This is an optimization exercise on Yosys and OpenROAD, whose aim is small area, not a production implementation. At most, simulation tests tie the RTL to the original design; equivalence was not proved. Power and IR drop assume default switching activity.

== run 1 ==
Design Top_level, start of the top module:
module Top_level
#(
    parameter BAUD_RATE             = 781250,   
    parameter MOTOR_CLOCK_FREQUENCY = 3906250,  
    parameter SERVO_COUNT_LIMIT     = 40        
)
(
    input           I_sys_clk_top,
    input           I_on_board_reset_n,
    input           I_rx_serial_data,
    output          o_servo1_directional_output_top,
    output          o_servo2_directional_output_top,
    output          o_servo3_directional_output_top,
    output          o_servo4_directional_output_top,
    output          o_servo1_gripping_output_top,
    output          o_servo2_gripping_output_top,
    output          o_servo3_gripping_output_top,
    output          o_servo4_gripping_output_top
);
wire clk = I_sys_clk_top;
wire rst = I_on_board_reset_n;
reg  [4:0] mc;
always @(posedge clk or posedge rst)
    if (rst) mc <= 5'd0;
    else     mc <= mc + 5'd1;
wire motor_tick = (mc == 5'd15);
wire motor_det  = (mc == 5'd17);
wire [7:0] cmd;
Wrapper_UART uart
(
    .I_sys_clk        (clk),
    .I_rst            (rst),
    .I_rx_serial_data (I_rx_serial_data),
    .o_cmd            (cmd)
);
wire       sc_done;
wire [7:0] sc_outs;    
wire [7:0] done;       
scanner cube_scanner
(
    .I_sys_clk  (clk),
    .I_rst      (rst),
    .I_rst_button(cmd[5]),
    .I_start_button(cmd[4]),
    .det        (motor_det),
    .D1         (done[0]),
    .D3         (done[2]),
    .G1         (done[4]),
    .G2         (done[5]),
    .G3         (done[6]),
    .scanner_done(sc_done),
    .outs       (sc_outs)
);
wire [3:0] u_d, u_g, u_di, u_gi;
user_controller user_ctrl
(
    .I_sys_clk  (clk),
    .I_rst      (rst),
    .I_rst_user_button(cmd[6]),
    .I_move     (cmd[3:0]),
    .det        (motor_det),
    .scanner_done(sc_done),
    .done       (done),
    .o_d        (u_d),
    .o_g        (u_g),
    .o_di       (u_di),
    .o_gi       (u_gi)
);
  ...
Size: roughly 560 cells after synthesis, about 100 flip-flops, roughly 11 I/O pins, about 4800 um2 of cells after synthesis.
clock: 8.0 ns
lec_check: 0
abc_area: 1
cap_margin: 20
core_margin: 2
core_utilization: 75
place_density: 0.85
slew_margin: 20
standard.sh (not shown) runs the stock make flow with config.mk's settings and CLKGATE_MAP_FILE= SYNTH_SCRIPT=/design/flow/synth_recipe.tcl, a recipe that flattens the netlist after the stock synthesis.
==> flow/flow/run.sh <==
#!/bin/bash
# Layout flow: the standard flow (standard.sh), with the synthesis's final
# technology mapping done by an area-oriented abc script (flow/area.script)
# instead of ORFS's, and without ORFS's adder extraction. Everything before the
# mapping, and so every register, is as in the standard synthesis.
set -euo pipefail
CTS_ARGS_OVERRIDE="-sink_clustering_enable -repair_clock_nets -dont_use_dummy_load -buf_list {sky130_fd_sc_hd__clkbuf_4 sky130_fd_sc_hd__clkbuf_8}"
HERE=$(pwd)
sed "s|^  log_cmd abc {\*}\$abc_args|  log_cmd abc -script $HERE/flow/area.script {*}[lrange \$abc_args 2 end]|" \
    "$FLOW_HOME/scripts/synth.tcl" > "$HERE/synth_area.tcl"
grep -q "flow/area.script" "$HERE/synth_area.tcl"
sed "s|^source \$::env(SCRIPTS_DIR)/synth.tcl|source $HERE/synth_area.tcl|" \
    "$HERE/synth_recipe.tcl" > "$HERE/synth_top.tcl"
grep -q "synth_area.tcl" "$HERE/synth_top.tcl"
bash "$HERE/standard.sh" SYNTH_SCRIPT="$HERE/synth_top.tcl" ADDER_MAP_FILE= BUFFER_PORTS_ARGS="-buffer_cell sky130_fd_sc_hd__buf_1" CTS_ARGS="${CTS_ARGS_OVERRIDE:--sink_clustering_enable -repair_clock_nets -dont_use_dummy_load}" finish > "$HERE/flow_make.log" 2>&1
==> flow/flow/area.script <==
strash
&get -n
&st
&deepsyn -T 60
&st
&dch -f
&nf -a
&put
mfs2
strash
&get -n
&st
&deepsyn -T 60
&st
&dch -f
&nf -a
&put
mfs2
strash
dch -f
amap
> inputs changed (run 1 -> run 2)
- CAP_MARGIN changed from 20 to 0
- SLEW_MARGIN changed from 20 to 0
--- a/flow/flow/run.sh
+++ b/flow/flow/run.sh
@@ -7 +6,0 @@
-CTS_ARGS_OVERRIDE="-sink_clustering_enable -repair_clock_nets -dont_use_dummy_load -buf_list {sky130_fd_sc_hd__clkbuf_4 sky130_fd_sc_hd__clkbuf_8}"
--- a/flow/flow/area.script
+++ b/flow/flow/area.script
@@ -0,0 +1,9 @@
+strash
+&get -n
+&st
+&deepsyn -T 60
+&st
+&dch -f
+&nf -a
+&put
+mfs2
Looking at proportion of cell area occupied by multi-input gates across run 2 and run 1, the one that comes out lower is run 2. Lower clock skew goes to run 2 over run 1. Run 1 → run 2: power grew by 2.7%, number of buffers and inverters on the critical path grew by 2, die area shrank by 1.4%, setup slack grew by 0.0037 ns, worst hold slack grew by 0.0033 ns.
### run 2 -> run 3
- a change of CAP_MARGIN from 0 to 20
- an added CTS_CLUSTER_DIAMETER of 100
- an added CTS_CLUSTER_SIZE of 40
- a change of SLEW_MARGIN from 0 to 20
--- a/flow/flow/run.sh
+++ b/flow/flow/run.sh
@@ -14 +14 @@
-bash "$HERE/standard.sh" SYNTH_SCRIPT="$HERE/synth_top.tcl" ADDER_MAP_FILE= BUFFER_PORTS_ARGS="-buffer_cell sky130_fd_sc_hd__buf_1" CTS_ARGS="${CTS_ARGS_OVERRIDE:--sink_clustering_enable -repair_clock_nets -dont_use_dummy_load}" finish > "$HERE/flow_make.log" 2>&1
+bash "$HERE/standard.sh" SYNTH_SCRIPT="$HERE/synth_top.tcl" ADDER_MAP_FILE= BUFFER_PORTS_ARGS="-buffer_cell sky130_fd_sc_hd__buf_1" finish > "$HERE/flow_make.log" 2>&1
--- a/flow/flow/area.script
+++ b/flow/flow/area.script
@@ -1,9 +0,0 @@
-strash
-&get -n
-&st
-&deepsyn -T 60
-&st
-&dch -f
-&nf -a
-&put
-mfs2
### Flow results
The final reports for run 3 and run 2 show count of buffering cells on the critical path with inverters included lower in the former.
Global-route wire length before repair of run 3 exceeds that of run 2 by a few percent.
The slack of the critical path number comes out higher for run 3 vs run 2.
Delta (run 3 minus run 2): maximum number of pins on one net before global-route repair now sits lower; required arrival time at the worst endpoint now sits higher.
From run 2 to run 3 the numbers moved as follows: flop-to-flop setup slack went up 0.26 ns; routed via count divided by cell count held steady.
Run 3 vs run 2: number of nets in the synthesized netlist up slightly


Top_level, a different RTL version from the one above (not shown whole).
Size in the first run: roughly 770 cells after synthesis.
Design Top_level, start of the top module:
module Top_level
#(
    parameter BAUD_RATE             = 781250,   
    parameter MOTOR_CLOCK_FREQUENCY = 3906250,  
    parameter SERVO_COUNT_LIMIT     = 40        
)
(
    input           I_sys_clk_top,
    input           I_on_board_reset_n,
    input           I_rx_serial_data,
    output          o_servo1_directional_output_top,
    output          o_servo2_directional_output_top,
    output          o_servo3_directional_output_top,
    output          o_servo4_directional_output_top,
    output          o_servo1_gripping_output_top,
    output          o_servo2_gripping_output_top,
    output          o_servo3_gripping_output_top,
    output          o_servo4_gripping_output_top
);
export LEC_CHECK = 0
export ABC_AREA = 1
export CAP_MARGIN = 20
export CORE_MARGIN = 2
export CORE_UTILIZATION = 70
export PLACE_DENSITY = 0.85
export SLEW_MARGIN = 20
create_clock -name core_clock -period 8.0 [get_ports {I_sys_clk_top}]
run.sh (not shown) runs the stock make flow with config.mk's settings and CLKGATE_MAP_FILE= SYNTH_SCRIPT=/design/flow/synth_recipe.tcl, a recipe that flattens the netlist after the stock synthesis.
Stock flow here: none of the scripts above is used.
Then changed:
Settings changed: CORE_UTILIZATION 70 to 55, PLACE_DENSITY 0.85 to unset.
Outcome: Hold slack loses 0.0043 ns. Register-to-register slack gets better by 0.12 ns. Global-route usage decreases by 5.9 points. Design area increases by 0.55%. Power climbs by 0.71%. Final cell count went up by 3.9%. Wire length is lower by 4.7%.
No functional check of the RTL was part of any run of this note.


RTL: one of the versions met above, not the one the previous note started from.
Size: roughly 560 cells after synthesis, about 100 flip-flops, about 11 I/O pins, roughly 4800 um^2 of cells after synthesis.
==> flow/config.mk <==
export PLATFORM = sky130hd
export DESIGN_NAME = Top_level
export DESIGN_NICKNAME = Top_level
export VERILOG_FILES = /design/flow/design.v
export SDC_FILE = /design/flow/constraint.sdc
export NUM_CORES = 4
export LEC_CHECK = 0
export ABC_AREA = 1
export CAP_MARGIN = 0
export CORE_MARGIN = 2
export CORE_UTILIZATION = 75
export PLACE_DENSITY = 0.85
export SLEW_MARGIN = 0
==> flow/constraint.sdc <==
create_clock -name core_clock -period 8.0 [get_ports {I_sys_clk_top}]
set_input_delay 1.6000 -clock core_clock [delete_from_list [all_inputs] [get_ports {I_sys_clk_top}]]
set_output_delay 1.6000 -clock core_clock [all_outputs]
set_load 0.01 [all_outputs]
standard.sh (not shown) runs the stock make flow with config.mk's settings and CLKGATE_MAP_FILE= SYNTH_SCRIPT=/design/flow/synth_recipe.tcl, a recipe that flattens the netlist after the stock synthesis.
==> flow/flow/run.sh <==
#!/bin/bash
# Layout flow: the standard flow (standard.sh), with the synthesis's final
# technology mapping done by an area-oriented abc script (flow/area.script)
# instead of ORFS's, and without ORFS's adder extraction. Everything before the
# mapping, and so every register, is as in the standard synthesis.
set -euo pipefail
HERE=$(pwd)
sed "s|^  log_cmd abc {\*}\$abc_args|  log_cmd abc -script $HERE/flow/area.script {*}[lrange \$abc_args 2 end]|" \
    "$FLOW_HOME/scripts/synth.tcl" > "$HERE/synth_area.tcl"
grep -q "flow/area.script" "$HERE/synth_area.tcl"
sed "s|^source \$::env(SCRIPTS_DIR)/synth.tcl|source $HERE/synth_area.tcl|" \
    "$HERE/synth_recipe.tcl" > "$HERE/synth_top.tcl"
grep -q "synth_area.tcl" "$HERE/synth_top.tcl"
bash "$HERE/standard.sh" SYNTH_SCRIPT="$HERE/synth_top.tcl" ADDER_MAP_FILE= BUFFER_PORTS_ARGS="-buffer_cell sky130_fd_sc_hd__buf_1" CTS_ARGS="${CTS_ARGS_OVERRIDE:--sink_clustering_enable -repair_clock_nets -dont_use_dummy_load}" finish > "$HERE/flow_make.log" 2>&1
==> flow/flow/area.script <==
strash
&get -n
&st
&deepsyn -T 60
&st
&dch -f
&nf -a
&put
mfs2
strash
&get -n
&st
&deepsyn -T 60
&st
&dch -f
&nf -a
&put
mfs2
strash
dch -f
amap
Then changed:
--- a/flow/flow/run.sh
+++ b/flow/flow/run.sh
@@ -5,4 +5,5 @@
 # mapping, and so every register, is as in the standard synthesis.
 set -euo pipefail
+CTS_ARGS_OVERRIDE="-sink_clustering_enable -repair_clock_nets -dont_use_dummy_load -buf_list sky130_fd_sc_hd__clkbuf_8 -sink_clustering_size 18 -sink_clustering_max_diameter 60"
 HERE=$(pwd)
 sed "s|^  log_cmd abc {\*}\$abc_args|  log_cmd abc -script $HERE/flow/area.script {*}[lrange \$abc_args 2 end]|" \
CAP_MARGIN = 20   (was 0)
SLEW_MARGIN = 20   (was 0)
After rerunning:
- The changed run went through all stages and came out clean
- setup slack is better by 0.33 ns
- power rises by 3.6%
- hold slack is about the same
- sequential cell count stays the same
- routed wire length falls by 2.3%
- count of clock-buffer cells in the layout does not change
- core utilization rises by 0.25 points
- cell count rises by 1.2%
Then changed:
--- a/flow/flow/run.sh
+++ b/flow/flow/run.sh
@@ -5,5 +5,4 @@
 # mapping, and so every register, is as in the standard synthesis.
 set -euo pipefail
-CTS_ARGS_OVERRIDE="-sink_clustering_enable -repair_clock_nets -dont_use_dummy_load -buf_list sky130_fd_sc_hd__clkbuf_8 -sink_clustering_size 18 -sink_clustering_max_diameter 60"
 HERE=$(pwd)
 sed "s|^  log_cmd abc {\*}\$abc_args|  log_cmd abc -script $HERE/flow/area.script {*}[lrange \$abc_args 2 end]|" \
CORE_UTILIZATION = 85   (was 75)
PLACE_DENSITY = 0.93   (was 0.85)
The new run passed the timing, DRC and antenna checks; wire length grows by about 8%; worst hold slack stays flat; final cell count shrinks by 2.1%; worst setup slack got worse by 0.33 ns; clock-buffer cell count is unchanged; sequential cell count stays the same; synthesized area decreases by about 0.47%; maximum frequency went down by 8.7%; sequential share of layout area came out higher by 0.36 points; global-route usage came out higher by 6.5 points; via count goes up by about 4.5%.
Then changed:
--- a/flow/flow/run.sh
+++ b/flow/flow/run.sh
@@ -12,3 +12,3 @@
     "$HERE/synth_recipe.tcl" > "$HERE/synth_top.tcl"
 grep -q "synth_area.tcl" "$HERE/synth_top.tcl"
-bash "$HERE/standard.sh" SYNTH_SCRIPT="$HERE/synth_top.tcl" ADDER_MAP_FILE= BUFFER_PORTS_ARGS="-buffer_cell sky130_fd_sc_hd__buf_1" CTS_ARGS="${CTS_ARGS_OVERRIDE:--sink_clustering_enable -repair_clock_nets -dont_use_dummy_load}" finish > "$HERE/flow_make.log" 2>&1
+bash "$HERE/standard.sh" SYNTH_SCRIPT="$HERE/synth_top.tcl" ADDER_MAP_FILE= BUFFER_PORTS_ARGS="-buffer_cell sky130_fd_sc_hd__buf_1" finish > "$HERE/flow_make.log" 2>&1
CORE_UTILIZATION = 75   (was 85)
PLACE_DENSITY = 0.85   (was 0.93)
Result: Wire length decreases by 5.8%. Sequential share of layout area is lower by 1.2 points. Cell area is higher by 2.5%. Count of clock-buffer cells in the layout increases by 1. Setup slack is better by 0.26 ns. Utilization falls by 9.3 points. Register-to-register slack gets better by 0.26 ns.

[static timing again, ports no longer ideal]
The results above use ideal ports. As a check the final layouts listed here were re-extracted and re-timed, cells and wires unchanged. Step 1 assumes that a clkbuf_16 drives the clock port and a buf_2 every other input. Step 2 adds t to the input delays and takes it off the output delays; t is the mean of the earliest and latest rising clock arrival at the registers after step 1. Input paths then give back, and output paths get back, about the clock's delay inside the block. Slacks: ideal / step 1 / step 2; pairs: ideal / step 1.
run | t (ns) | slack for setup (ns) | worst setup path after step 2
run 1 | 0.382 | 4.251 / 4.251 / 4.251 | register to register
run 2 | 0.378 | 4.255 / 4.255 / 4.255 | register to register
run 3 | 0.399 | 4.518 / 4.518 / 4.518 | register to register
the first run of note 2 | 0.402 | 4.866 / 4.831 / 4.692 | input to register
the second run of note 2 | 0.405 | 4.872 / 4.838 / 4.627 | input to register
the first run of note 3 | 0.382 | 4.251 / 4.251 / 4.251 | register to register
the second run of note 3 | 0.389 | 4.582 / 4.582 / 4.582 | register to register
the third run of note 3 | 0.386 | 4.256 / 4.256 / 4.256 | register to register
the fourth run of note 3 | 0.399 | 4.518 / 4.518 / 4.518 | register to register
After both steps setup and hold are still met in every run listed. The setup slack of the second run of note 2, which loses most, moves by -0.034 ns with the drivers and by -0.245 ns with both steps.
